This design comes from an exercise in tuning for small area and a short achievable clock period on the open sky130 flow, not from production work.
Only simulation tests tie the RTL to the original design; equivalence was not proved.
Power figures rest on the tool's default switching activity, not on a simulated workload.

==> design/flow/flow/run.sh <==
#!/bin/bash
# The standard layout, with the smallest buffer cell on the ports in place of
# the one buffer_ports picks by default, a clock tree of smaller buffers
# without dummy loads, and timing repair asked to reach a setup slack of
# SETUP_SLACK_MARGIN ns.
set -euo pipefail
export BUFFER_PORTS_ARGS="-buffer_cell sky130_fd_sc_hd__buf_1"
export CTS_ARGS="-sink_clustering_enable -repair_clock_nets -dont_use_dummy_load -buf_list sky130_fd_sc_hd__clkbuf_8 -sink_clustering_size 14 -sink_clustering_max_diameter 70"
bash standard.sh SETUP_SLACK_MARGIN=65.7 > standard.log 2>&1
==> design/flow/standard.sh <==
#!/bin/bash
# synth_recipe.tcl (not shown) runs the flow's synth.tcl, then flattens the netlist and writes it again
# the make line also repeats each setting of config.mk as NAME=value (left out here)
make -C /OpenROAD-flow-scripts/flow DESIGN_CONFIG=/design/flow/config.mk WORK_HOME=/design/flow/orfs CLKGATE_MAP_FILE= SYNTH_SCRIPT=/design/flow/synth_recipe.tcl "${@:-finish}"
==> design/flow/config.mk <==
export PLATFORM = sky130hd
export DESIGN_NAME = int_fu
export DESIGN_NICKNAME = int_fu
export VERILOG_FILES = /design/flow/design.v
export SDC_FILE = /design/flow/constraint.sdc
export NUM_CORES = 4
export LEC_CHECK = 0
export CAP_MARGIN = 20
export CORE_MARGIN = 2
export CORE_UTILIZATION = 75
export SLEW_MARGIN = 20
export SYNTH_HIERARCHICAL = 1
==> design/flow/constraint.sdc <==
create_clock -name core_clock -period 85.0 [get_ports {clk}]
set_input_delay 17.0000 -clock core_clock [delete_from_list [all_inputs] [get_ports {clk}]]
set_output_delay 17.0000 -clock core_clock [all_outputs]
set_load 0.01 [all_outputs]
==> design/flow/design.v <==
package general_defines;
    parameter INT_DATA_W = 32;
    parameter POSIT_DATA_W = 8;
    parameter ROB_LENGTH = 16;
    parameter IQ_LENGTH = 8;
    parameter BYPASS_LENGTH = 3;
    parameter PHYS_REG_LENGTH = 64;
    parameter ARCH_REG_LENGTH = 32;
    parameter INSTR_MEM_LENGTH = 256;
    parameter DATA_MEM_LENGTH = 256;
    parameter FETCH_BUFFER_LENGTH = 8;
    parameter PHT_LENGTH = 256; 
    parameter BTB_LENGTH = 64;
    localparam ROB_IDX_W = (ROB_LENGTH > 1) ? $clog2(ROB_LENGTH) : 1;
    localparam IQ_IDX_W = (IQ_LENGTH > 1) ? $clog2(IQ_LENGTH) : 1;
    localparam BYPASS_IDX_W = (BYPASS_LENGTH > 1) ? $clog2(BYPASS_LENGTH) : 1;
    localparam PHYS_REG_IDX_W = (PHYS_REG_LENGTH > 1) ? $clog2(PHYS_REG_LENGTH) : 1;
    localparam ARCH_REG_IDX_W = (ARCH_REG_LENGTH > 1) ? $clog2(ARCH_REG_LENGTH) : 1;
    localparam INSTR_MEM_IDX_W = (INSTR_MEM_LENGTH > 1) ? $clog2(INSTR_MEM_LENGTH) : 1;
    localparam DATA_MEM_IDX_W = (DATA_MEM_LENGTH > 1) ? $clog2(DATA_MEM_LENGTH) : 1;
    localparam FETCH_BUFFER_IDX_W = (FETCH_BUFFER_LENGTH > 1) ? $clog2(FETCH_BUFFER_LENGTH) : 1;
    localparam PHT_IDX_W = (PHT_LENGTH> 1) ? $clog2(PHT_LENGTH) : 1;
    localparam BTB_IDX_W = (BTB_LENGTH > 1) ? $clog2(BTB_LENGTH) : 1;
    typedef struct packed{
        logic valid;
        logic [INSTR_MEM_IDX_W-1:0] pc;
        logic [ARCH_REG_IDX_W-1:0] logical_rd;
        logic [PHYS_REG_IDX_W-1:0] phys_rd;
        logic [PHYS_REG_IDX_W-1:0] old_phys_rd;   
        logic [INT_DATA_W-1:0] result;
        logic done;
        logic is_store;
        logic is_load;
        logic [6:0] opcode;
        logic [2:0] funct3;
        logic [6:0] funct7;
        logic is_branch;
        logic pred_taken;
        logic [INSTR_MEM_IDX_W-1:0] pred_target;
        logic branch_taken;                      
        logic [INSTR_MEM_IDX_W-1:0] branch_target;   
    } rob_entry_t;
    typedef struct packed {
        logic [6:0] opcode;
        logic [INSTR_MEM_IDX_W-1:0] pc;
        logic [PHYS_REG_IDX_W-1:0] phys_rd;
        logic [PHYS_REG_IDX_W-1:0] phys_rs1;
        logic [PHYS_REG_IDX_W-1:0] phys_rs2;
        logic [INT_DATA_W-1:0] imm;
        logic [2:0] fu_type;  
        logic rs1_ready;
        logic rs2_ready;
        logic [INT_DATA_W-1:0] rs1_value;  
        logic [INT_DATA_W-1:0] rs2_value;
        logic valid;
        logic [2:0] funct3;
        logic [6:0] funct7;
        logic [ROB_IDX_W-1:0] rob_idx;
    } iq_entry_t;
    typedef struct packed {
        logic valid;
        logic [PHYS_REG_IDX_W-1:0] phys_rd;
        logic [INT_DATA_W-1:0] result;
    } bypass_entry_t;
endpackage
/*verilator lint_off MULTITOP*/
import general_defines::*;
function automatic logic [31:0] add32(input logic [31:0] a, input logic [31:0] b, input logic cin);
    logic [31:0] g, p, pp, g2, pp2;
    p = a ^ b;
    g = a & b;
    g[0] = g[0] | (p[0] & cin);
    pp = p;
    for (int l = 1; l <= 5; l++)
        for (int i = (1 << l) - 1; i < 32; i += (1 << l)) begin
            g[i] = g[i] | (pp[i] & g[i - (1 << (l - 1))]);
            pp[i] = pp[i] & pp[i - (1 << (l - 1))];
        end
    for (int l = 4; l >= 1; l--)
        for (int i = (1 << l) + (1 << (l - 1)) - 1; i < 32; i += (1 << l)) begin
            g[i] = g[i] | (pp[i] & g[i - (1 << (l - 1))]);
            pp[i] = pp[i] & pp[i - (1 << (l - 1))];
        end
    add32 = p ^ {g[30:0], cin};
endfunction
module adder(
    input clk,
    input rst,
    input logic [INT_DATA_W-1:0] a,
    input logic [INT_DATA_W-1:0] b,
    input logic valid_i,
    output logic [INT_DATA_W-1:0] result,
    output logic valid_o
);
always_ff @(posedge clk) begin
    if(rst) begin
        result <= 'b0;
        valid_o <= 1'b0;
    end
    else begin
        valid_o <= valid_i;
        if(valid_i) begin
            result <= add32(a, b, 1'b0);
        end
    end
end
endmodule
module subtractor(
    input clk,
    input rst,
    input logic [INT_DATA_W-1:0] a,
    input logic [INT_DATA_W-1:0] b,
    input logic valid_i,
    output logic [INT_DATA_W-1:0] result,
    output logic valid_o
);
always_ff @(posedge clk) begin
    if(rst) begin
        result <= 'b0;
        valid_o <= 1'b0;
    end
    else begin
        valid_o <= valid_i;
        if(valid_i) begin
            result <= add32(a, ~b, 1'b1);
        end
    end
end
endmodule
module multiplier(
    input clk,
    input rst,
    input logic [INT_DATA_W-1:0] a,
    input logic [INT_DATA_W-1:0] b,
    input logic valid_i,
    output logic [INT_DATA_W-1:0] result,
    output logic busy
);
localparam int K = 1;
localparam int PW = 4;
logic [1:0]  count_mul;
logic [31:0] a_store;
logic [31-K:0] hi;
logic [31:0] t;
logic [31:0] step;
logic pp1, pp2, pp3, pp4, pp5, pp6, pp7, pp8, pp9, pp10, pp11, pp12;
logic pp13, pp14, pp15, pp16, pp17, pp18, pp19, pp20, pp21, pp22, pp23, pp24;
logic pp25, pp26, pp27, pp28, pp29, pp30, pp31, pp32, pp33, pp34, pp35, pp36;
logic pp37, pp38, pp39, pp40, pp41, pp42, pp43, pp44, pp45, pp46, pp47, pp48;
logic pp49, pp50, pp51, pp52, pp53, pp54, pp55, pp56, pp57, pp58, pp59, pp60;
logic pp61, pp62, pp63, pp64, pp65, pp66, pp67, pp68, pp69, pp70, pp71, pp72;
logic pp73, pp74, pp75, pp76, pp77, pp78, pp79, pp80, pp81, pp82, pp83, pp84;
logic pp85, pp86, pp87, pp88, pp89, pp90, pp91, pp92, pp93, pp94, pp95, pp96;
logic pp97, pp98, pp99, pp100, pp101, pp102, pp103, pp104, pp105, pp106, pp107, pp108;
logic pp109, pp110, pp111, pp112, pp113, pp114, pp115, pp116, pp117, pp118, pp119, pp120;
logic pp121, pp122, pp123, pp124, pp125, pp126, pp127, pp128, pp129, pp130, pp131, pp132;
logic pp133, pp134, pp135, pp136, pp137, pp138, pp139, pp140, pp141, pp142, pp143, pp144;
logic s145, c146, s147, c148, s149, c150, s151, c152, s153, c154, s155, c156;
logic s157, c158, s159, c160, s161, c162, s163, c164, s165, c166, s167, c168;
logic s169, c170, s171, c172, s173, c174, s175, c176, s177, c178, s179, c180;
logic s181, c182, s183, c184, s185, c186, s187, s188, s189, s190, c191, s192;
logic c193, s194, c195, s196, c197, s198, c199, s200, c201, s202, c203, s204;
logic c205, s206, c207, s208, c209, s210, c211, s212, c213, s214, c215, s216;
logic c217, s218, c219, s220, c221, s222, c223, s224, c225, s226, c227, s228;
logic c229, s230, c231, s232, c233, s234, c235, s236, c237, s238, c239, s240;
logic c241, s242, c243, s244, c245, s246, c247, s248, c249, s250, c251, s252;
logic c253, s254, c255, s256, c257, s258, s259, s260, c261, s262, c263, s264;
logic c265, s266, c267, s268, c269, s270, c271, s272, c273, s274, c275, s276;
logic c277, s278, c279, s280, c281, s282, c283, s284, c285, s286, c287, s288;
logic c289, s290, c291, s292, c293, s294, c295, s296, c297, s298, c299, s300;
logic c301, s302, c303, s304, c305, s306, s307, c308, s309, c310, s311, c312;
logic s313, c314, s315, c316, s317, c318, s319, c320, s321, c322, s323, c324;
logic s325, c326, s327, c328, s329, c330, s331, c332, s333, c334, s335, c336;
logic s337, c338, s339, c340, s341, c342, s343, c344, s345, c346, s347, c348;
logic s349, c350, s351, c352, s353, c354, s355, c356, s357, c358, s359, c360;
logic s361, s362, c363, s364, c365, s366, c367, s368, c369, s370, c371, s372;
logic c373, s374, c375, s376, c377, s378, c379, s380, c381, s382, c383, s384;
logic c385, s386, c387, s388, c389, s390, c391, s392, c393, s394, c395, s396;
logic c397, s398, c399, s400, c401, s402, c403, s404, c405, s406, c407, s408;
logic c409, s410, c411, s412, c413, s414, c415, s416, c417, s418, c419, s420;
logic c421, s422, c423, s424;
assign pp1 = a_store[0] & result[0];
assign pp2 = a_store[1] & result[0];
assign pp3 = a_store[2] & result[0];
assign pp4 = a_store[3] & result[0];
assign pp5 = a_store[4] & result[0];
assign pp6 = a_store[5] & result[0];
assign pp7 = a_store[6] & result[0];
assign pp8 = a_store[7] & result[0];
assign pp9 = a_store[8] & result[0];
assign pp10 = a_store[9] & result[0];
assign pp11 = a_store[10] & result[0];
assign pp12 = a_store[11] & result[0];
assign pp13 = a_store[12] & result[0];
assign pp14 = a_store[13] & result[0];
assign pp15 = a_store[14] & result[0];
assign pp16 = a_store[15] & result[0];
assign pp17 = a_store[16] & result[0];
assign pp18 = a_store[17] & result[0];
assign pp19 = a_store[18] & result[0];
assign pp20 = a_store[19] & result[0];
assign pp21 = a_store[20] & result[0];
assign pp22 = a_store[21] & result[0];
assign pp23 = a_store[22] & result[0];
assign pp24 = a_store[23] & result[0];
assign pp25 = a_store[24] & result[0];
assign pp26 = a_store[25] & result[0];
assign pp27 = a_store[26] & result[0];
assign pp28 = a_store[27] & result[0];
assign pp29 = a_store[28] & result[0];
assign pp30 = a_store[29] & result[0];
assign pp31 = a_store[30] & result[0];
assign pp32 = a_store[31] & result[0];
assign pp33 = a_store[0] & result[4];
assign pp34 = a_store[1] & result[4];
assign pp35 = a_store[2] & result[4];
assign pp36 = a_store[3] & result[4];
assign pp37 = a_store[4] & result[4];
assign pp38 = a_store[5] & result[4];
assign pp39 = a_store[6] & result[4];
assign pp40 = a_store[7] & result[4];
assign pp41 = a_store[8] & result[4];
assign pp42 = a_store[9] & result[4];
assign pp43 = a_store[10] & result[4];
assign pp44 = a_store[11] & result[4];
assign pp45 = a_store[12] & result[4];
assign pp46 = a_store[13] & result[4];
assign pp47 = a_store[14] & result[4];
assign pp48 = a_store[15] & result[4];
assign pp49 = a_store[16] & result[4];
assign pp50 = a_store[17] & result[4];
assign pp51 = a_store[18] & result[4];
assign pp52 = a_store[19] & result[4];
assign pp53 = a_store[20] & result[4];
assign pp54 = a_store[21] & result[4];
assign pp55 = a_store[22] & result[4];
assign pp56 = a_store[23] & result[4];
assign pp57 = a_store[24] & result[4];
assign pp58 = a_store[25] & result[4];
assign pp59 = a_store[26] & result[4];
assign pp60 = a_store[27] & result[4];
assign pp61 = a_store[0] & result[8];
assign pp62 = a_store[1] & result[8];
assign pp63 = a_store[2] & result[8];
assign pp64 = a_store[3] & result[8];
assign pp65 = a_store[4] & result[8];
assign pp66 = a_store[5] & result[8];
assign pp67 = a_store[6] & result[8];
assign pp68 = a_store[7] & result[8];
assign pp69 = a_store[8] & result[8];
assign pp70 = a_store[9] & result[8];
assign pp71 = a_store[10] & result[8];
assign pp72 = a_store[11] & result[8];
assign pp73 = a_store[12] & result[8];
assign pp74 = a_store[13] & result[8];
assign pp75 = a_store[14] & result[8];
assign pp76 = a_store[15] & result[8];
assign pp77 = a_store[16] & result[8];
assign pp78 = a_store[17] & result[8];
assign pp79 = a_store[18] & result[8];
assign pp80 = a_store[19] & result[8];
assign pp81 = a_store[20] & result[8];
assign pp82 = a_store[21] & result[8];
assign pp83 = a_store[22] & result[8];
assign pp84 = a_store[23] & result[8];
assign pp85 = a_store[0] & result[12];
assign pp86 = a_store[1] & result[12];
assign pp87 = a_store[2] & result[12];
assign pp88 = a_store[3] & result[12];
assign pp89 = a_store[4] & result[12];
assign pp90 = a_store[5] & result[12];
assign pp91 = a_store[6] & result[12];
assign pp92 = a_store[7] & result[12];
assign pp93 = a_store[8] & result[12];
assign pp94 = a_store[9] & result[12];
assign pp95 = a_store[10] & result[12];
assign pp96 = a_store[11] & result[12];
assign pp97 = a_store[12] & result[12];
assign pp98 = a_store[13] & result[12];
assign pp99 = a_store[14] & result[12];
assign pp100 = a_store[15] & result[12];
assign pp101 = a_store[16] & result[12];
assign pp102 = a_store[17] & result[12];
assign pp103 = a_store[18] & result[12];
assign pp104 = a_store[19] & result[12];
assign pp105 = a_store[0] & result[16];
assign pp106 = a_store[1] & result[16];
assign pp107 = a_store[2] & result[16];
assign pp108 = a_store[3] & result[16];
assign pp109 = a_store[4] & result[16];
assign pp110 = a_store[5] & result[16];
assign pp111 = a_store[6] & result[16];
assign pp112 = a_store[7] & result[16];
assign pp113 = a_store[8] & result[16];
assign pp114 = a_store[9] & result[16];
assign pp115 = a_store[10] & result[16];
assign pp116 = a_store[11] & result[16];
assign pp117 = a_store[12] & result[16];
assign pp118 = a_store[13] & result[16];
assign pp119 = a_store[14] & result[16];
assign pp120 = a_store[15] & result[16];
assign pp121 = a_store[0] & result[20];
assign pp122 = a_store[1] & result[20];
assign pp123 = a_store[2] & result[20];
assign pp124 = a_store[3] & result[20];
assign pp125 = a_store[4] & result[20];
assign pp126 = a_store[5] & result[20];
assign pp127 = a_store[6] & result[20];
assign pp128 = a_store[7] & result[20];
assign pp129 = a_store[8] & result[20];
assign pp130 = a_store[9] & result[20];
assign pp131 = a_store[10] & result[20];
assign pp132 = a_store[11] & result[20];
assign pp133 = a_store[0] & result[24];
assign pp134 = a_store[1] & result[24];
assign pp135 = a_store[2] & result[24];
assign pp136 = a_store[3] & result[24];
assign pp137 = a_store[4] & result[24];
assign pp138 = a_store[5] & result[24];
assign pp139 = a_store[6] & result[24];
assign pp140 = a_store[7] & result[24];
assign pp141 = a_store[0] & result[28];
assign pp142 = a_store[1] & result[28];
assign pp143 = a_store[2] & result[28];
assign pp144 = a_store[3] & result[28];
assign s145 = pp21 ^ pp49;
assign c146 = pp21 & pp49;
assign s147 = pp22 ^ pp50 ^ pp74;
assign c148 = (pp22 & pp50) | (pp22 & pp74) | (pp50 & pp74);
assign s149 = pp23 ^ pp51 ^ pp75;
assign c150 = (pp23 & pp51) | (pp23 & pp75) | (pp51 & pp75);
assign s151 = pp24 ^ pp52 ^ pp76;
assign c152 = (pp24 & pp52) | (pp24 & pp76) | (pp52 & pp76);
assign s153 = pp25 ^ pp53 ^ pp77;
assign c154 = (pp25 & pp53) | (pp25 & pp77) | (pp53 & pp77);
assign s155 = pp97 ^ pp113;
assign c156 = pp97 & pp113;
assign s157 = pp26 ^ pp54 ^ pp78;
assign c158 = (pp26 & pp54) | (pp26 & pp78) | (pp54 & pp78);
assign s159 = pp98 ^ pp114 ^ pp126;
assign c160 = (pp98 & pp114) | (pp98 & pp126) | (pp114 & pp126);
assign s161 = pp27 ^ pp55 ^ pp79;
assign c162 = (pp27 & pp55) | (pp27 & pp79) | (pp55 & pp79);
assign s163 = pp99 ^ pp115 ^ pp127;
assign c164 = (pp99 & pp115) | (pp99 & pp127) | (pp115 & pp127);
assign s165 = pp28 ^ pp56 ^ pp80;
assign c166 = (pp28 & pp56) | (pp28 & pp80) | (pp56 & pp80);
assign s167 = pp100 ^ pp116 ^ pp128;
assign c168 = (pp100 & pp116) | (pp100 & pp128) | (pp116 & pp128);
assign s169 = pp29 ^ pp57 ^ pp81;
assign c170 = (pp29 & pp57) | (pp29 & pp81) | (pp57 & pp81);
assign s171 = pp101 ^ pp117 ^ pp129;
assign c172 = (pp101 & pp117) | (pp101 & pp129) | (pp117 & pp129);
assign s173 = pp137 ^ pp141;
assign c174 = pp137 & pp141;
assign s175 = pp30 ^ pp58 ^ pp82;
assign c176 = (pp30 & pp58) | (pp30 & pp82) | (pp58 & pp82);
assign s177 = pp102 ^ pp118 ^ pp130;
assign c178 = (pp102 & pp118) | (pp102 & pp130) | (pp118 & pp130);
assign s179 = pp138 ^ pp142 ^ hi[29];
assign c180 = (pp138 & pp142) | (pp138 & hi[29]) | (pp142 & hi[29]);
assign s181 = pp31 ^ pp59 ^ pp83;
assign c182 = (pp31 & pp59) | (pp31 & pp83) | (pp59 & pp83);
assign s183 = pp103 ^ pp119 ^ pp131;
assign c184 = (pp103 & pp119) | (pp103 & pp131) | (pp119 & pp131);
assign s185 = pp139 ^ pp143 ^ hi[30];
assign c186 = (pp139 & pp143) | (pp139 & hi[30]) | (pp143 & hi[30]);
assign s187 = pp32 ^ pp60 ^ pp84;
assign s188 = pp104 ^ pp120 ^ pp132;
assign s189 = pp140 ^ pp144;
assign s190 = pp13 ^ pp41;
assign c191 = pp13 & pp41;
assign s192 = pp14 ^ pp42 ^ pp66;
assign c193 = (pp14 & pp42) | (pp14 & pp66) | (pp42 & pp66);
assign s194 = pp15 ^ pp43 ^ pp67;
assign c195 = (pp15 & pp43) | (pp15 & pp67) | (pp43 & pp67);
assign s196 = pp16 ^ pp44 ^ pp68;
assign c197 = (pp16 & pp44) | (pp16 & pp68) | (pp44 & pp68);
assign s198 = pp17 ^ pp45 ^ pp69;
assign c199 = (pp17 & pp45) | (pp17 & pp69) | (pp45 & pp69);
assign s200 = pp89 ^ pp105;
assign c201 = pp89 & pp105;
assign s202 = pp18 ^ pp46 ^ pp70;
assign c203 = (pp18 & pp46) | (pp18 & pp70) | (pp46 & pp70);
assign s204 = pp90 ^ pp106 ^ hi[17];
assign c205 = (pp90 & pp106) | (pp90 & hi[17]) | (pp106 & hi[17]);
assign s206 = pp19 ^ pp47 ^ pp71;
assign c207 = (pp19 & pp47) | (pp19 & pp71) | (pp47 & pp71);
assign s208 = pp91 ^ pp107 ^ hi[18];
assign c209 = (pp91 & pp107) | (pp91 & hi[18]) | (pp107 & hi[18]);
assign s210 = pp20 ^ pp48 ^ pp72;
assign c211 = (pp20 & pp48) | (pp20 & pp72) | (pp48 & pp72);
assign s212 = pp92 ^ pp108 ^ hi[19];
assign c213 = (pp92 & pp108) | (pp92 & hi[19]) | (pp108 & hi[19]);
assign s214 = pp73 ^ pp93 ^ pp109;
assign c215 = (pp73 & pp93) | (pp73 & pp109) | (pp93 & pp109);
assign s216 = pp121 ^ hi[20] ^ s145;
assign c217 = (pp121 & hi[20]) | (pp121 & s145) | (hi[20] & s145);
assign s218 = pp94 ^ pp110 ^ pp122;
assign c219 = (pp94 & pp110) | (pp94 & pp122) | (pp110 & pp122);
assign s220 = hi[21] ^ s147 ^ c146;
assign c221 = (hi[21] & s147) | (hi[21] & c146) | (s147 & c146);
assign s222 = pp95 ^ pp111 ^ pp123;
assign c223 = (pp95 & pp111) | (pp95 & pp123) | (pp111 & pp123);
assign s224 = hi[22] ^ s149 ^ c148;
assign c225 = (hi[22] & s149) | (hi[22] & c148) | (s149 & c148);
assign s226 = pp96 ^ pp112 ^ pp124;
assign c227 = (pp96 & pp112) | (pp96 & pp124) | (pp112 & pp124);
assign s228 = hi[23] ^ s151 ^ c150;
assign c229 = (hi[23] & s151) | (hi[23] & c150) | (s151 & c150);
assign s230 = pp125 ^ pp133 ^ hi[24];
assign c231 = (pp125 & pp133) | (pp125 & hi[24]) | (pp133 & hi[24]);
assign s232 = s153 ^ s155 ^ c152;
assign c233 = (s153 & s155) | (s153 & c152) | (s155 & c152);
assign s234 = pp134 ^ hi[25] ^ s157;
assign c235 = (pp134 & hi[25]) | (pp134 & s157) | (hi[25] & s157);
assign s236 = s159 ^ c154 ^ c156;
assign c237 = (s159 & c154) | (s159 & c156) | (c154 & c156);
assign s238 = pp135 ^ hi[26] ^ s161;
assign c239 = (pp135 & hi[26]) | (pp135 & s161) | (hi[26] & s161);
assign s240 = s163 ^ c158 ^ c160;
assign c241 = (s163 & c158) | (s163 & c160) | (c158 & c160);
assign s242 = pp136 ^ hi[27] ^ s165;
assign c243 = (pp136 & hi[27]) | (pp136 & s165) | (hi[27] & s165);
assign s244 = s167 ^ c162 ^ c164;
assign c245 = (s167 & c162) | (s167 & c164) | (c162 & c164);
assign s246 = hi[28] ^ s169 ^ s171;
assign c247 = (hi[28] & s169) | (hi[28] & s171) | (s169 & s171);
assign s248 = s173 ^ c166 ^ c168;
assign c249 = (s173 & c166) | (s173 & c168) | (c166 & c168);
assign s250 = s175 ^ s177 ^ s179;
assign c251 = (s175 & s177) | (s175 & s179) | (s177 & s179);
assign s252 = c170 ^ c172 ^ c174;
assign c253 = (c170 & c172) | (c170 & c174) | (c172 & c174);
assign s254 = s181 ^ s183 ^ s185;
assign c255 = (s181 & s183) | (s181 & s185) | (s183 & s185);
assign s256 = c176 ^ c178 ^ c180;
assign c257 = (c176 & c178) | (c176 & c180) | (c178 & c180);
assign s258 = s187 ^ s188 ^ s189;
assign s259 = c182 ^ c184 ^ c186;
assign s260 = pp9 ^ pp37;
assign c261 = pp9 & pp37;
assign s262 = pp10 ^ pp38 ^ pp62;
assign c263 = (pp10 & pp38) | (pp10 & pp62) | (pp38 & pp62);
assign s264 = pp11 ^ pp39 ^ pp63;
assign c265 = (pp11 & pp39) | (pp11 & pp63) | (pp39 & pp63);
assign s266 = pp12 ^ pp40 ^ pp64;
assign c267 = (pp12 & pp40) | (pp12 & pp64) | (pp40 & pp64);
assign s268 = pp65 ^ pp85 ^ hi[12];
assign c269 = (pp65 & pp85) | (pp65 & hi[12]) | (pp85 & hi[12]);
assign s270 = pp86 ^ hi[13] ^ s192;
assign c271 = (pp86 & hi[13]) | (pp86 & s192) | (hi[13] & s192);
assign s272 = pp87 ^ hi[14] ^ s194;
assign c273 = (pp87 & hi[14]) | (pp87 & s194) | (hi[14] & s194);
assign s274 = pp88 ^ hi[15] ^ s196;
assign c275 = (pp88 & hi[15]) | (pp88 & s196) | (hi[15] & s196);
assign s276 = hi[16] ^ s198 ^ s200;
assign c277 = (hi[16] & s198) | (hi[16] & s200) | (s198 & s200);
assign s278 = s202 ^ s204 ^ c199;
assign c279 = (s202 & s204) | (s202 & c199) | (s204 & c199);
assign s280 = s206 ^ s208 ^ c203;
assign c281 = (s206 & s208) | (s206 & c203) | (s208 & c203);
assign s282 = s210 ^ s212 ^ c207;
assign c283 = (s210 & s212) | (s210 & c207) | (s212 & c207);
assign s284 = s214 ^ s216 ^ c211;
assign c285 = (s214 & s216) | (s214 & c211) | (s216 & c211);
assign s286 = s218 ^ s220 ^ c215;
assign c287 = (s218 & s220) | (s218 & c215) | (s220 & c215);
assign s288 = s222 ^ s224 ^ c219;
assign c289 = (s222 & s224) | (s222 & c219) | (s224 & c219);
assign s290 = s226 ^ s228 ^ c223;
assign c291 = (s226 & s228) | (s226 & c223) | (s228 & c223);
assign s292 = s230 ^ s232 ^ c227;
assign c293 = (s230 & s232) | (s230 & c227) | (s232 & c227);
assign s294 = s234 ^ s236 ^ c231;
assign c295 = (s234 & s236) | (s234 & c231) | (s236 & c231);
assign s296 = s238 ^ s240 ^ c235;
assign c297 = (s238 & s240) | (s238 & c235) | (s240 & c235);
assign s298 = s242 ^ s244 ^ c239;
assign c299 = (s242 & s244) | (s242 & c239) | (s244 & c239);
assign s300 = s246 ^ s248 ^ c243;
assign c301 = (s246 & s248) | (s246 & c243) | (s248 & c243);
assign s302 = s250 ^ s252 ^ c247;
assign c303 = (s250 & s252) | (s250 & c247) | (s252 & c247);
assign s304 = s254 ^ s256 ^ c251;
assign c305 = (s254 & s256) | (s254 & c251) | (s256 & c251);
assign s306 = s258 ^ s259 ^ c255;
assign s307 = pp5 ^ pp33;
assign c308 = pp5 & pp33;
assign s309 = pp6 ^ pp34 ^ hi[5];
assign c310 = (pp6 & pp34) | (pp6 & hi[5]) | (pp34 & hi[5]);
assign s311 = pp7 ^ pp35 ^ hi[6];
assign c312 = (pp7 & pp35) | (pp7 & hi[6]) | (pp35 & hi[6]);
assign s313 = pp8 ^ pp36 ^ hi[7];
assign c314 = (pp8 & pp36) | (pp8 & hi[7]) | (pp36 & hi[7]);
assign s315 = pp61 ^ hi[8] ^ s260;
assign c316 = (pp61 & hi[8]) | (pp61 & s260) | (hi[8] & s260);
assign s317 = hi[9] ^ s262 ^ c261;
assign c318 = (hi[9] & s262) | (hi[9] & c261) | (s262 & c261);
assign s319 = hi[10] ^ s264 ^ c263;
assign c320 = (hi[10] & s264) | (hi[10] & c263) | (s264 & c263);
assign s321 = hi[11] ^ s266 ^ c265;
assign c322 = (hi[11] & s266) | (hi[11] & c265) | (s266 & c265);
assign s323 = s190 ^ s268 ^ c267;
assign c324 = (s190 & s268) | (s190 & c267) | (s268 & c267);
assign s325 = c191 ^ s270 ^ c269;
assign c326 = (c191 & s270) | (c191 & c269) | (s270 & c269);
assign s327 = c193 ^ s272 ^ c271;
assign c328 = (c193 & s272) | (c193 & c271) | (s272 & c271);
assign s329 = c195 ^ s274 ^ c273;
assign c330 = (c195 & s274) | (c195 & c273) | (s274 & c273);
assign s331 = c197 ^ s276 ^ c275;
assign c332 = (c197 & s276) | (c197 & c275) | (s276 & c275);
assign s333 = c201 ^ s278 ^ c277;
assign c334 = (c201 & s278) | (c201 & c277) | (s278 & c277);
assign s335 = c205 ^ s280 ^ c279;
assign c336 = (c205 & s280) | (c205 & c279) | (s280 & c279);
assign s337 = c209 ^ s282 ^ c281;
assign c338 = (c209 & s282) | (c209 & c281) | (s282 & c281);
assign s339 = c213 ^ s284 ^ c283;
assign c340 = (c213 & s284) | (c213 & c283) | (s284 & c283);
assign s341 = c217 ^ s286 ^ c285;
assign c342 = (c217 & s286) | (c217 & c285) | (s286 & c285);
assign s343 = c221 ^ s288 ^ c287;
assign c344 = (c221 & s288) | (c221 & c287) | (s288 & c287);
assign s345 = c225 ^ s290 ^ c289;
assign c346 = (c225 & s290) | (c225 & c289) | (s290 & c289);
assign s347 = c229 ^ s292 ^ c291;
assign c348 = (c229 & s292) | (c229 & c291) | (s292 & c291);
assign s349 = c233 ^ s294 ^ c293;
assign c350 = (c233 & s294) | (c233 & c293) | (s294 & c293);
assign s351 = c237 ^ s296 ^ c295;
assign c352 = (c237 & s296) | (c237 & c295) | (s296 & c295);
assign s353 = c241 ^ s298 ^ c297;
assign c354 = (c241 & s298) | (c241 & c297) | (s298 & c297);
assign s355 = c245 ^ s300 ^ c299;
assign c356 = (c245 & s300) | (c245 & c299) | (s300 & c299);
assign s357 = c249 ^ s302 ^ c301;
assign c358 = (c249 & s302) | (c249 & c301) | (s302 & c301);
assign s359 = c253 ^ s304 ^ c303;
assign c360 = (c253 & s304) | (c253 & c303) | (s304 & c303);
assign s361 = c257 ^ s306 ^ c305;
assign s362 = pp1 ^ hi[0];
assign c363 = pp1 & hi[0];
assign s364 = pp2 ^ hi[1] ^ c363;
assign c365 = (pp2 & hi[1]) | (pp2 & c363) | (hi[1] & c363);
assign s366 = pp3 ^ hi[2] ^ c365;
assign c367 = (pp3 & hi[2]) | (pp3 & c365) | (hi[2] & c365);
assign s368 = pp4 ^ hi[3] ^ c367;
assign c369 = (pp4 & hi[3]) | (pp4 & c367) | (hi[3] & c367);
assign s370 = hi[4] ^ s307 ^ c369;
assign c371 = (hi[4] & s307) | (hi[4] & c369) | (s307 & c369);
assign s372 = s309 ^ c308 ^ c371;
assign c373 = (s309 & c308) | (s309 & c371) | (c308 & c371);
assign s374 = s311 ^ c310 ^ c373;
assign c375 = (s311 & c310) | (s311 & c373) | (c310 & c373);
assign s376 = s313 ^ c312 ^ c375;
assign c377 = (s313 & c312) | (s313 & c375) | (c312 & c375);
assign s378 = s315 ^ c314 ^ c377;
assign c379 = (s315 & c314) | (s315 & c377) | (c314 & c377);
assign s380 = s317 ^ c316 ^ c379;
assign c381 = (s317 & c316) | (s317 & c379) | (c316 & c379);
assign s382 = s319 ^ c318 ^ c381;
assign c383 = (s319 & c318) | (s319 & c381) | (c318 & c381);
assign s384 = s321 ^ c320 ^ c383;
assign c385 = (s321 & c320) | (s321 & c383) | (c320 & c383);
assign s386 = s323 ^ c322 ^ c385;
assign c387 = (s323 & c322) | (s323 & c385) | (c322 & c385);
assign s388 = s325 ^ c324 ^ c387;
assign c389 = (s325 & c324) | (s325 & c387) | (c324 & c387);
assign s390 = s327 ^ c326 ^ c389;
assign c391 = (s327 & c326) | (s327 & c389) | (c326 & c389);
assign s392 = s329 ^ c328 ^ c391;
assign c393 = (s329 & c328) | (s329 & c391) | (c328 & c391);
assign s394 = s331 ^ c330 ^ c393;
assign c395 = (s331 & c330) | (s331 & c393) | (c330 & c393);
assign s396 = s333 ^ c332 ^ c395;
assign c397 = (s333 & c332) | (s333 & c395) | (c332 & c395);
assign s398 = s335 ^ c334 ^ c397;
assign c399 = (s335 & c334) | (s335 & c397) | (c334 & c397);
assign s400 = s337 ^ c336 ^ c399;
assign c401 = (s337 & c336) | (s337 & c399) | (c336 & c399);
assign s402 = s339 ^ c338 ^ c401;
assign c403 = (s339 & c338) | (s339 & c401) | (c338 & c401);
assign s404 = s341 ^ c340 ^ c403;
assign c405 = (s341 & c340) | (s341 & c403) | (c340 & c403);
assign s406 = s343 ^ c342 ^ c405;
assign c407 = (s343 & c342) | (s343 & c405) | (c342 & c405);
assign s408 = s345 ^ c344 ^ c407;
assign c409 = (s345 & c344) | (s345 & c407) | (c344 & c407);
assign s410 = s347 ^ c346 ^ c409;
assign c411 = (s347 & c346) | (s347 & c409) | (c346 & c409);
assign s412 = s349 ^ c348 ^ c411;
assign c413 = (s349 & c348) | (s349 & c411) | (c348 & c411);
assign s414 = s351 ^ c350 ^ c413;
assign c415 = (s351 & c350) | (s351 & c413) | (c350 & c413);
assign s416 = s353 ^ c352 ^ c415;
assign c417 = (s353 & c352) | (s353 & c415) | (c352 & c415);
assign s418 = s355 ^ c354 ^ c417;
assign c419 = (s355 & c354) | (s355 & c417) | (c354 & c417);
assign s420 = s357 ^ c356 ^ c419;
assign c421 = (s357 & c356) | (s357 & c419) | (c356 & c419);
assign s422 = s359 ^ c358 ^ c421;
assign c423 = (s359 & c358) | (s359 & c421) | (c358 & c421);
assign s424 = s361 ^ c360 ^ c423;
assign t = {s424, s422, s420, s418, s416, s414, s412, s410, s408, s406, s404, s402, s400, s398, s396, s394, s392, s390, s388, s386, s384, s382, s380, s378, s376, s374, s372, s370, s368, s366, s364, s362};
always_comb begin
    step[PW-1:0] = {t[K-1:0], result[PW-1:K]};
    for (int i = PW; i < 32; i++)
        step[i] = (count_mul == 2'b11 || i % PW >= PW - K) ? t[K + i - PW] : result[i + K];
end
always_ff @(posedge clk) begin
    if (!busy) a_store <= a;
    hi <= busy ? t[31:K] : '0;
    count_mul <= busy ? count_mul + 2'd1 : 2'd0;
end
always_ff @(posedge clk) begin
    if(rst) begin
        result <= 'b0;
        busy <= 'b0;
    end
    else if (!busy) begin
        if (valid_i) begin
            result <= b;
            busy <= 1'b1;
        end
    end
    else begin
        result <= step;
        if (count_mul == 2'b11) busy <= 1'b0;
    end
end
endmodule
module divider(
    input clk,
    input rst,
    input logic [INT_DATA_W-1:0] a,
    input logic [INT_DATA_W-1:0] b,
    input logic valid_i,
    output logic [INT_DATA_W-1:0] result,
    output logic busy
);
logic [2:0]  count_div;
logic [31:0] nd;         
logic [31:0] rem;
logic        dnz;
logic [31:0] r [0:4];
logic [31:0] q [0:4];
assign dnz = ~&nd;
function automatic logic [32:0] div_step(input logic [32:0] s, input logic [31:0] nd);
    logic [31:0] g, p, pp, diff;
    logic ge;
    p = s[31:0] ^ nd;
    g = s[31:0] & nd;
    g[0] = s[0] | nd[0];       
    pp = p;
    for (int l = 0; l < 5; l++)
        for (int i = 0; i < 32; i++)
            if (i & (1 << l)) begin
                g[i] = g[i] | (pp[i] & g[((i >> l) << l) - 1]);
                pp[i] = pp[i] & pp[((i >> l) << l) - 1];
            end
    diff = p ^ {g[30:0], 1'b1};
    ge = s[32] | g[31];
    div_step = {ge, diff};
endfunction
always_comb begin
    r[0] = rem;
    q[0] = result;
    for (int j = 0; j < 4; j++) begin
        logic [32:0] st;
        logic ge;
        st = div_step({r[j], q[j][31]}, nd);
        ge = st[32] & dnz;
        r[j+1] = ge ? st[31:0] : {r[j][30:0], q[j][31]};
        q[j+1] = {q[j][30:0], ge};
    end
end
always_ff @(posedge clk) begin
    if (!busy) nd <= ~b;
    rem <= busy ? r[4] : 32'b0;
    count_div <= busy ? count_div + 3'd1 : 3'd0;
end
always_ff @(posedge clk) begin
    if(rst) begin
        result <= 'b0;
        busy <= 'b0;
    end
    else if (!busy) begin
        if (valid_i) begin
            result <= a;
            busy <= 1'b1;
        end
    end
    else begin
        result <= q[4];
        if (count_div == 3'b111) busy <= 1'b0;
    end
end
endmodule
/*verilator lint_on MULTITOP*/
import general_defines::*;
module int_fu (
    input  logic                  clk,
    input  logic                  rst,
    input  logic [INT_DATA_W-1:0] add_a,
    input  logic [INT_DATA_W-1:0] add_b,
    input  logic                  add_valid_i,
    output logic [INT_DATA_W-1:0] add_result,
    output logic                  add_valid_o,
    input  logic [INT_DATA_W-1:0] sub_a,
    input  logic [INT_DATA_W-1:0] sub_b,
    input  logic                  sub_valid_i,
    output logic [INT_DATA_W-1:0] sub_result,
    output logic                  sub_valid_o,
    input  logic [INT_DATA_W-1:0] mul_a,
    input  logic [INT_DATA_W-1:0] mul_b,
    input  logic                  mul_valid_i,
    output logic [INT_DATA_W-1:0] mul_result,
    output logic                  mul_busy,
    input  logic [INT_DATA_W-1:0] div_a,
    input  logic [INT_DATA_W-1:0] div_b,
    input  logic                  div_valid_i,
    output logic [INT_DATA_W-1:0] div_result,
    output logic                  div_busy
);
    adder int_adder (
        .clk(clk), .rst(rst), .a(add_a), .b(add_b), .valid_i(add_valid_i),
        .result(add_result), .valid_o(add_valid_o)
    );
    subtractor int_subtractor (
        .clk(clk), .rst(rst), .a(sub_a), .b(sub_b), .valid_i(sub_valid_i),
        .result(sub_result), .valid_o(sub_valid_o)
    );
    multiplier int_multiplier (
        .clk(clk), .rst(rst), .a(mul_a), .b(mul_b), .valid_i(mul_valid_i),
        .result(mul_result), .busy(mul_busy)
    );
    divider int_divider (
        .clk(clk), .rst(rst), .a(div_a), .b(div_b), .valid_i(div_valid_i),
        .result(div_result), .busy(div_busy)
    );
endmodule
==> metrics.cfg, run 1 <==
[timing]
tns_ns=0
post-route-period-util=0.226
hold_viol=0
period_needed_ns=19.21
fmax_mhz=52.1
fin_ws_ns=65.79
timing.hold.ws_ns=0.432
rsz0062_at_grt=yes
max_slew_margin=0.270
finalClockSkew_ns=0.0771
worst_pin_slew_ns=1.10
maxSlewViolCount=0
setup_violations=0

[yosys]
ys_ff_latch=264
post-synth-top-count-cell=inv_1
synth_ff_type=dfxtp_1
yosysTopAreaCellShare=0.177
synthTopCellsByCount=inv_1, dfxtp_1, ha_1
ys_async_sr_fraction=0
synth_cells=2396
yosysWarningCount=13
seq_area_frac_synth=0.263
synth_cell_types=84
yosysTopAreaCell=dfxtp_1
synth_nets=3031
synth_area_leaders=dfxtp_1, fa_1, ha_1
synth_edf_count=64
avgSynthCellArea_um2=9.42
netlist_area_um2=22600

[layout]
area_growth_pct=9.34
drive_above_1_share=0.0538
nets=3371
fin_util=0.832

[power_and_ir_drop]
p_per_area_nw_per_um2=40.8
finalPower_uw=1010
pwr-share-comb=0.766
internal_power_uw=505
seq_power_share=0.164
sw_frac_of_total=0.498
vdd_drop_max_uv=34.4
p_leak_uw=0.0109
p_sw_uw=501
p_clk_frac=0.070

[route]
vias_per_cell=6.36
drt_iter0_drc=1743
vias=19900
ant_nets=0
drc=0
dr.pass1.iters=5
wl_per_cell_um=21.6
wl_um=67600

[global_route]
antenna_found_initial=6
grt_usage=0.423
grt_pass1_vias=19900
grt_first_pass_wirelength_um=104000
grt-ovfl-total=0
grt_max_degree=84

[placed_design]
post-place-ws_ns=65.22
port_buffers=393
place_congestion=0.986
detailed_place_hpwl_um=52300

[setup_path]
cp_max_fo=3
critPathRequiredTime_ns=85.51
arrival_ns=19.72
critPathCaptureType=register
crit_type=in -> reg
start_kind=input pin

[clock_tree]
cts_hold_buf=0
clock_sinks=264
clk_pin_slew_ns=0.09
clk_latency_ns=0.61
htreeDepth=1
clk_path_buf_depth=3
root_buffer=clkbuf_8
numCtsBuffers=25
tritoncts=done

[flow_run]
maxCapViolCount=0

[floorplanning]
die_w_um=177
core_area_um2=29600
die_h_um=177
io_pins=394
start_util=0.761
dieArea_um2=31500
num_rows=63

[run_status]
outcome=no timing/DRC/antenna violations

[min_path]
worstHoldPathType=reg -> reg

## per-stage QoR
step,cells,instance area [um^2]
2_1_floorplan,2396,22600
3_3_place_gp,3098,24300
3_5_place_dp,3098,24300
4_1_cts,3123,24600
5_1_grt,3129,24700
6_report,3130,24700
## routing by layer
layer / routed length, um / vias up / track usage
met5: 0 / - / 0
met4: 3920 / 0 / 0.211
met3: 7540 / 261 / 0.0947
met2: 31200 / 1237 / 0.686
met1: 24900 / 9543 / 0.533
li1: - / 8878 / -
## modules after synthesis (local to each module, per instance), excerpt
module,flip-flops and latches,area (um^2),times used,cells inside
divider,100,10100,1,1164
multiplier,98,7580,1,706
subtractor,33,2500,1,273
adder,33,2430,1,253
## layout make-up
type	count	area, um^2
fill	1775	4970
multi-input combinational	1776	15300
clock buffer	25	344
timing repair buffer	410	1610
inverter	259	972
antenna	6	15.0
sequential	264	5930
tap	390	488
## timing repair
item	CTS	global route
gates resized for setup	0	3
endpoints found under the setup margin	0	5
setup buffers	0	1
## critical path, stage by stage
cell and delay, ns:
buf_1 0.10, ha_4 0.16, fa_2 0.38, a211o_1 0.32
a211oi_4 0.37, o22ai_4 0.14, or2_4 0.27, a221oi_2 0.31
fa_1 0.46, a211oi_1 0.19
## cells in the final DEF (no fill, tap or decap), types with 6 or more instances in the layout
cell type | Yosys | layout
o21bai_1 | 12 | 12
and3_1 | 8 | 8
xor2_1 | 40 | 40
mux2i_1 | 97 | 97
a21o_1 | 48 | 48
mux2_2 | 45 | 45
nand3_1 | 28 | 28
nand2b_1 | 14 | 13
nand4_1 | 23 | 23
o21ai_0 | 69 | 68
or2_2 | 7 | 7
nor2_1 | 187 | 186
dfxtp_1 | 200 | 198
fa_1 | 180 | 179
o21ai_1 | 8 | 8
nor3_1 | 22 | 22
ha_1 | 193 | 192
edfxtp_1 | 64 | 64
a21oi_1 | 145 | 143
buf_1 | 10 | 388
nor2b_1 | 37 | 37
and2_1 | 132 | 132
a221o_1 | 7 | 7
nand2_1 | 127 | 127
clkbuf_8 | 0 | 25
a31oi_1 | 9 | 9
and4_1 | 9 | 9
a211oi_1 | 91 | 91
o21a_1 | 22 | 22
diode_2 | 0 | 6
buf_4 | 3 | 17
mux2_1 | 7 | 7
o31ai_1 | 12 | 12
xnor2_1 | 88 | 88
o211ai_1 | 17 | 17
inv_1 | 259 | 258
## registers in the layout (all words and copies together) (netlist names)
signal / flops
int_divider.count_div: 3
int_multiplier.a_store: 32
int_divider.rem: 32
int_multiplier.busy: 1
int_subtractor.valid_o: 1
int_adder.result: 32
int_subtractor.result: 32
int_divider.busy: 1
int_divider.nd: 32
int_multiplier.hi: 31
int_adder.valid_o: 1
int_multiplier.count_mul: 2
int_multiplier.result: 32
int_divider.result: 32
## power by group through the flow
stage	registers (uW)	logic, uW	clock network [uW]
after floorplan	163	586	0
after global placement	166	710	0
after detailed placement	167	747	0
after CTS	164	752	70.4
after global routing	166	846	74.3
final	165	771	70.9
## kinds of logic after synthesis
group | Yosys count | share of synthesized area
AOI/OAI and AO/OA | 506 | 0.153
xor gates and xnor gates | 130 | 0.0514
adders and majority gates | 373 | 0.267
buffers and inverters | 356 | 0.0611
DFF | 264 | 0.263
muxes | 149 | 0.0690
and+or+nand+nor | 618 | 0.136
## path summary, 6_finish.rpt
kind | startpoint | to | slack (ns) | cells past startpoint
setup / recovery | add_a[0] | int_adder.result[20]$_SDFFE_PP0P_ | 65.79 | 10
hold / removal | int_divider.count_div[0]$_SDFF_PN0_ | int_divider.count_div[0]$_SDFF_PN0_ | 0.43 | 1
setup reg to reg | int_multiplier.a_store[0]$_DFFE_PN_ | int_multiplier.hi[30]$_SDFF_PN0_ | 69.49 | 39
hold reg to reg | int_divider.count_div[0]$_SDFF_PN0_ | int_divider.count_div[0]$_SDFF_PN0_ | 0.43 | 1
==> run 2, diff against run 1 <==
--- a/design/flow/config.mk
+++ b/design/flow/config.mk
@@ -7,6 +7,6 @@
 export LEC_CHECK = 0
 export CAP_MARGIN = 20
 export CORE_MARGIN = 2
-export CORE_UTILIZATION = 75
+export CORE_UTILIZATION = 60
 export SLEW_MARGIN = 20
 export SYNTH_HIERARCHICAL = 1
==> metrics.cfg, run 2 <==
[yosys]
synth_top_family_by_area=adder cells
avgSynthCellArea_um2=9.42
ys_async_sr_fraction=0
synth_compound_area_frac=0.153
synth_area_leaders=dfxtp_1, fa_1, ha_1
ys_ff_latch=264
netlist_area_um2=22600
synth_ff_type=dfxtp_1
yosysTopAreaCellShare=0.177
yosysWarningCount=13
synth_cell_types=84
post-synth-top-count-cell=inv_1
synth_nets=3031
synth_fa_ha_area_frac=0.267
synthTopCellsByCount=inv_1, dfxtp_1, ha_1
muxShareOfSynthArea=0.0690
synth_edf_count=64
synthXorXnorAreaFrac=0.0514
seq_area_frac_synth=0.263
synth_simple_gate_area_share=0.136
synth_cells=2396
yosysTopAreaCell=dfxtp_1

[timing]
rsz0062_at_grt=no
hold_viol=0
post-route-period-util=0.225
maxSlewViolCount=0
max_slew_margin=0.277
tns_ns=0
finalClockSkew_ns=0.0619
worst_pin_slew_ns=1.08
fmax_mhz=52.2
setup_violations=0
timing.hold.ws_ns=0.433
period_needed_ns=19.16

[clock_tree]
clk_pin_slew_ns=0.09
cts_hold_buf=0
clk_path_buf_depth=3
clk_latency_ns=0.64
cts_resized=0
post-cts-setup-buffer-count=0
root_buffer=clkbuf_8
numCtsBuffers=27
tritoncts=done
htreeDepth=1
clock_sinks=264

[min_path]
whs_path_depth=1
worstHoldPathType=reg -> reg
hp-start=int_divider.count_div[0]$_SDFF_PN0_
min_to=int_divider.count_div[0]$_SDFF_PN0_

[route]
wl_per_cell_um=19.7
vias=18800
vias_per_cell=5.84
dr.pass1.iters=5
wl_um=63300
drt_iter0_drc=1070
ant_nets=0
drc=0

[floorplanning]
dieArea_um2=39200
io_pins=394
num_rows=71
start_util=0.605
die_h_um=198
die_w_um=198
core_area_um2=37300

[setup_path]
r2r_cells=39
rr_startpoint=int_multiplier.a_store[0]$_DFFE_PN_
critPathCaptureType=register
cp_max_fo=4
arrival_ns=19.64
regToRegSetupSlack_ns=69.49
r2r_end=int_multiplier.hi[30]$_SDFF_PN0_
critPathRequiredTime_ns=85.48
start_kind=input pin
crit_type=in -> reg

[run_status]
outcome=no timing/DRC/antenna violations

[power_and_ir_drop]
p_sw_uw=493
pwr-share-comb=0.764
vdd_drop_max_uv=54.8
p_clk_frac=0.074
internal_power_uw=507
p_per_area_nw_per_um2=40.3
sw_frac_of_total=0.493
p_leak_uw=0.0109
seq_power_share=0.162

[placed_design]
place_congestion=0.936
port_buffers=393
detailed_place_hpwl_um=48800

[layout]
drive_above_1_share=0.0541
mostFrequentLayoutCell=buf_1
nets=3375
area_growth_pct=9.88
mostFrequentLayoutCells=buf_1, inv_1, dfxtp_1, ha_1, nor2_1

[global_route]
grt_pass1_vias=18800
grt-ovfl-total=0
antenna_found_initial=3
grt_first_pass_wirelength_um=99200
grt_max_degree=91
grt_usage=0.323

[flow_run]
maxCapViolCount=0

[run 2: cell types whose count changed in the layout (fill, tap and decap cells not counted), sizes merged]
cell | before | now
inv | 259 | 258
diode | 6 | 3
clkinv | 0 | 1
clkbuf | 28 | 29
buf | 407 | 410
[run 2: worst max path at each step]
| stage | startpoint | end | slack, ns | depth (start not counted) |
|---|---|---|---|---|
| floorplan | add_a[0] | int_adder.result[20]$_SDFFE_PP0P_ | 65.57 | 9 |
| detailed placement | add_b[0] | int_adder.result[31]$_SDFFE_PP0P_ | 65.18 | 12 |
| finish | add_a[0] | int_adder.result[31]$_SDFFE_PP0P_ | 65.84 | 12 |
| global placement | add_a[0] | int_adder.result[31]$_SDFFE_PP0P_ | 65.25 | 12 |
| CTS | add_b[0] | int_adder.result[31]$_SDFFE_PP0P_ | 65.87 | 12 |
| global route | add_a[0] | int_adder.result[31]$_SDFFE_PP0P_ | 65.74 | 12 |
[run 2: cell families (layout without fill, tap and decap cells)]
family	Yosys count	in the layout
DFF	264	264
buffers and inverters	356	698
adders and majority gates	373	373
muxes	149	149
and+or+nand+nor	618	618
other	0	3
AOI/OAI and AO/OA	506	506
xor gates and xnor gates	130	130
[run 2: routing by layer]
layer / wire length, um / up-vias / GRT usage
met4: 1810 / 0 / 0.0983
met5: 0 / - / 0
li1: - / 8880 / -
met3: 4570 / 119 / 0.0637
met1: 27500 / 9113 / 0.435
met2: 29500 / 650 / 0.528
[run 2: layout make-up]
cell class                 count  area, um^2
tap                          474         593
clock buffer                  27         372
timing repair buffer         412        1630
antenna                        3        7.51
multi-input combinational   1776       15300
sequential                   264        5930
inverter                     259         972
fill                        3181       12500
[run 2: Yosys stat by module, one instance, submodules excluded, a selection]
module / flops+latches / area, um^2
adder: 33 / 2430
multiplier: 98 / 7580
subtractor: 33 / 2500
divider: 100 / 10100
[run 2: power groups by stage]
stage	clock [uW]	combinational (uW)	sequential (uW)
floorplan	0	586	163
global placement	0	725	164
detailed placement	0	750	165
CTS	75.9	754	162
global route	79.6	847	164
finish	73.9	763	162
[run 2: per-stage QoR]
step           cell area, um^2  total power [uW]  utilization  instances  setup slack [ns]
6_report                 24800              1000        0.664       3215             65.84
2_1_floorplan            22600               748            -       2396             65.57
4_1_cts                  24800               992        0.664       3212             65.87
5_1_grt                  24800              1090        0.664       3213             65.74
3_5_place_dp             24400               914        0.654       3185             65.18
3_3_place_gp             24400               889        0.654       3185             65.25
[run 2: worst max-delay path, cell delays in order]
cell and delay [ns]:
buf_1 0.10, ha_4 0.16, fa_2 0.37, a211o_1 0.35
a211oi_4 0.29, o22ai_2 0.14, o21ai_1 0.32, o31ai_1 0.17
fa_1 0.40, xnor2_1 0.13, mux2i_1 0.13, nor2_1 0.06
==> run 3, diff against run 2 <==
==> design/flow/flow/run.sh (replaced) <==
#!/bin/bash
# The standard layout, with the smallest buffer cell on the ports in place of
# the one buffer_ports picks by default, a clock tree of smaller buffers
# without dummy loads, and timing repair asked to reach a setup slack of
# SETUP_SLACK_MARGIN ns.
set -euo pipefail
export BUFFER_PORTS_ARGS="-buffer_cell sky130_fd_sc_hd__buf_1"
export CTS_ARGS="-sink_clustering_enable -repair_clock_nets -dont_use_dummy_load -buf_list sky130_fd_sc_hd__clkbuf_8 -sink_clustering_size 18 -sink_clustering_max_diameter 70"
bash standard.sh SETUP_SLACK_MARGIN=65.85 > standard.log 2>&1
==> metrics.cfg, run 3 <==
[setup_path]
critPathCaptureType=register
crit_buf_inv=1
crit_path_start=add_a[0]
r2r_cells=39
regToRegSetupSlack_ns=69.50
cp_top_family=compound AO/OA/AOI/OAI gates
cpPeakStageDelay_ns=0.47
arrival_ns=19.64
rr_startpoint=int_multiplier.a_store[0]$_DFFE_PN_
crit_type=in -> reg
start_kind=input pin
r2r_end=int_multiplier.hi[30]$_SDFF_PN0_
cp_max_fo=3
crit_path_cell_trace=buf_6 > ha_4 > fa_2 > a211o_1 > a211oi_4 > o22ai_2 > or2_4 > a221oi_4 > fa_1 > a211oi_2
cpMaxStageDelayCell=fa_1
critPathRequiredTime_ns=85.56

[power_and_ir_drop]
internal_power_uw=509
p_clk_frac=0.076
pwr-share-comb=0.759
p_sw_uw=486
finalPower_uw=996
seq_power_share=0.164
sw_frac_of_total=0.488
p_per_area_nw_per_um2=39.8
vdd_drop_max_uv=34.0
p_leak_uw=0.0110

[yosys]
post-synth-top-count-cell=inv_1
synth_edf_count=64
synth_ff_type=dfxtp_1
synth_area_leaders=dfxtp_1, fa_1, ha_1
yosysWarningCount=13
ys_ff_latch=264
ys_async_sr_fraction=0
synth_nets=3031
yosysTopAreaCell=dfxtp_1
synthTopCellsByCount=inv_1, dfxtp_1, ha_1
seq_area_frac_synth=0.263
avgSynthCellArea_um2=9.42
yosysTopAreaCellShare=0.177
synth_cells=2396
netlist_area_um2=22600
synth_cell_types=84

[run_status]
outcome=no timing/DRC/antenna violations

[timing]
hold_viol=0
finalClockSkew_ns=0.0582
period_needed_ns=19.07
worst_pin_slew_ns=1.10
post-route-period-util=0.224
maxSlewViolCount=0
setup_violations=0
max_slew_margin=0.264
rsz0062_at_grt=no
fmax_mhz=52.4
tns_ns=0

[placed_design]
place_congestion=0.921
port_buffers=393
detailed_place_hpwl_um=49600

[min_path]
hp-start=int_multiplier.count_mul[0]$_SDFF_PN0_
worstHoldPathType=reg -> reg
whs_path_depth=1
min_to=int_multiplier.count_mul[0]$_SDFF_PN0_

[clock_tree]
clock_sinks=264
cts_hold_buf=0
clk_pin_slew_ns=0.11
clk_latency_ns=0.64
tritoncts=done
numCtsBuffers=29
root_buffer=clkbuf_8
clk_path_buf_depth=3
htreeDepth=1

[flow_run]
maxCapViolCount=0

[route]
dr.pass1.iters=7
drc=0
wl_um=63800
wl_per_cell_um=19.8
drt_iter0_drc=945
vias=18700
vias_per_cell=5.80
ant_nets=0

[layout]
area_growth_pct=10.9
drive_above_1_share=0.0649
mostFrequentLayoutCell=buf_1
nFillCells=3163
mostFrequentLayoutCells=buf_1, inv_1, dfxtp_1, nor2_1, ha_1
nets=3378

[floorplanning]
io_pins=394
die_h_um=198
start_util=0.605
dieArea_um2=39200
core_area_um2=37300
die_w_um=198
num_rows=71

[global_route]
grt-ovfl-total=0
grt_pass1_vias=18700
grt_max_degree=86
grt_first_pass_wirelength_um=101000
antenna_found_initial=9
grt_usage=0.328

run 3: cell counts after synthesis:
No cell type changed its count.
run 3: worst max path at each step:
stage / to / slack, ns / cells past startpoint
4_1_cts: int_adder.result[31]$_SDFFE_PP0P_ / 65.86 / 12
2_1_floorplan: int_adder.result[20]$_SDFFE_PP0P_ / 65.57 / 9
5_1_grt: int_adder.result[20]$_SDFFE_PP0P_ / 65.83 / 10
6_report: int_adder.result[20]$_SDFFE_PP0P_ / 65.93 / 10
3_3_place_gp: int_adder.result[31]$_SDFFE_PP0P_ / 65.22 / 12
3_5_place_dp: int_adder.result[31]$_SDFFE_PP0P_ / 65.18 / 12
run 3: area by class of cell:
class | count | area (um^2) | share of cell area
sequential | 264 | 5930 | 0.237
inverter | 259 | 982 | 0.0393
clock buffer | 29 | 399 | 0.0160
antenna | 3 | 7.51 | 0.000300
multi-input combinational | 1776 | 15400 | 0.618
tap | 474 | 593 | 0.0237
timing repair buffer | 413 | 1650 | 0.0661
run 3: kinds of logic (layout without fill, tap and decap cells):
group / after synthesis / in the layout / share of synthesized area
xor+xnor: 130 / 130 / 0.0514
simple gates: 618 / 618 / 0.136
fa+ha+maj: 373 / 373 / 0.267
flops: 264 / 264 / 0.263
mux: 149 / 149 / 0.0690
buf+inv: 356 / 701 / 0.0611
compound gates: 506 / 506 / 0.153
other cells: 0 / 3 / 0
run 3: repair_timing:
| item | 4_1_cts | 5_1_grt |
|---|---|---|
| resized for setup | 0 | 14 |
| buffers inserted | 0 | 3 |
| endpoints found under the setup margin | 0 | 12 |
run 3: worst reg2reg max path, delay by kind of cell, from the launching register on:
family	cells	cell delay, ns
flops	1	0.62
fa+ha+maj	31	13.50
xor+xnor	4	0.71
buf+inv	2	0.13
simple gates	2	0.42
run 3: through the flow:
stage          std cells  area, um^2   util  hold WS, ns  worst slack (ns)
3_3_place_gp        3182       24500  0.657        0.399             65.22
2_1_floorplan       2396       22700      -        0.390             65.57
4_1_cts             3212       24900  0.668        0.415             65.86
3_5_place_dp        3183       24500  0.657        0.405             65.18
5_1_grt             3218       25000  0.670        0.433             65.83
6_report            3218       25000  0.670        0.413             65.93
run 3: per-layer routing:
metal | wire length, um | share of wire | vias to the layer above | global-route usage
met5 | 56 | 0.00088 | - | 0
met2 | 29700 | 0.47 | 642 | 0.538
met3 | 4600 | 0.072 | 125 | 0.0603
met4 | 2180 | 0.034 | 8 | 0.114
met1 | 27300 | 0.43 | 8983 | 0.436
li1 | - | - | 8894 | -
run 3: per-module statistics from Yosys, one instance, submodules excluded, a selection:
module      area [um^2]  copies in the design  flip-flops and latches  cells
adder              2430                     1                      33    253
subtractor         2500                     1                      33    273
divider           10100                     1                     100   1164
multiplier         7580                     1                      98    706
run 3: power by group through the flow:
stage          clock network [uW]  registers (uW)  logic [uW]
3_5_place_dp                    0             166         745
5_1_grt                      81.8             165         843
6_report                     76.1             163         756
4_1_cts                      78.2             163         749
3_3_place_gp                    0             165         716
2_1_floorplan                   0             163         586

[port drivers added, routing unchanged]
Ports are ideal in the flow. The routed layouts listed here were re-timed in OpenROAD. Step 1 (the two cells are an assumption about what drives the block):
set clk [get_ports {clk}]
set_driving_cell -lib_cell sky130_fd_sc_hd__clkbuf_16 $clk
set_driving_cell -lib_cell sky130_fd_sc_hd__buf_2 [delete_from_list [all_inputs] $clk]
Step 2 moves the port delays by t, midway between the first and last clock arrival at a register: inputs arrive t later, outputs are due t later. That takes back most of the time a late clock gives input paths. Slacks: no drivers / after step 1 / after step 2; pairs: no drivers / after step 1.
| run | t, ns | setup WS [ns] | clock arrival spread, ns | worst data-port slew with drivers (ns) |
|---|---|---|---|---|
| run 1 | 0.622 | 65.790 / 65.822 / 65.200 | 0.081 / 0.080 | 0.13 |
| run 2 | 0.666 | 65.835 / 65.855 / 65.189 | 0.064 / 0.063 | 0.12 |
| run 3 | 0.667 | 65.929 / 65.941 / 65.274 | 0.058 / 0.058 | 0.12 |
After both steps every run listed still meets setup and hold. For run 3, which loses most, drivers alone change the setup slack by +0.012 ns; drivers and shift together by -0.655 ns.
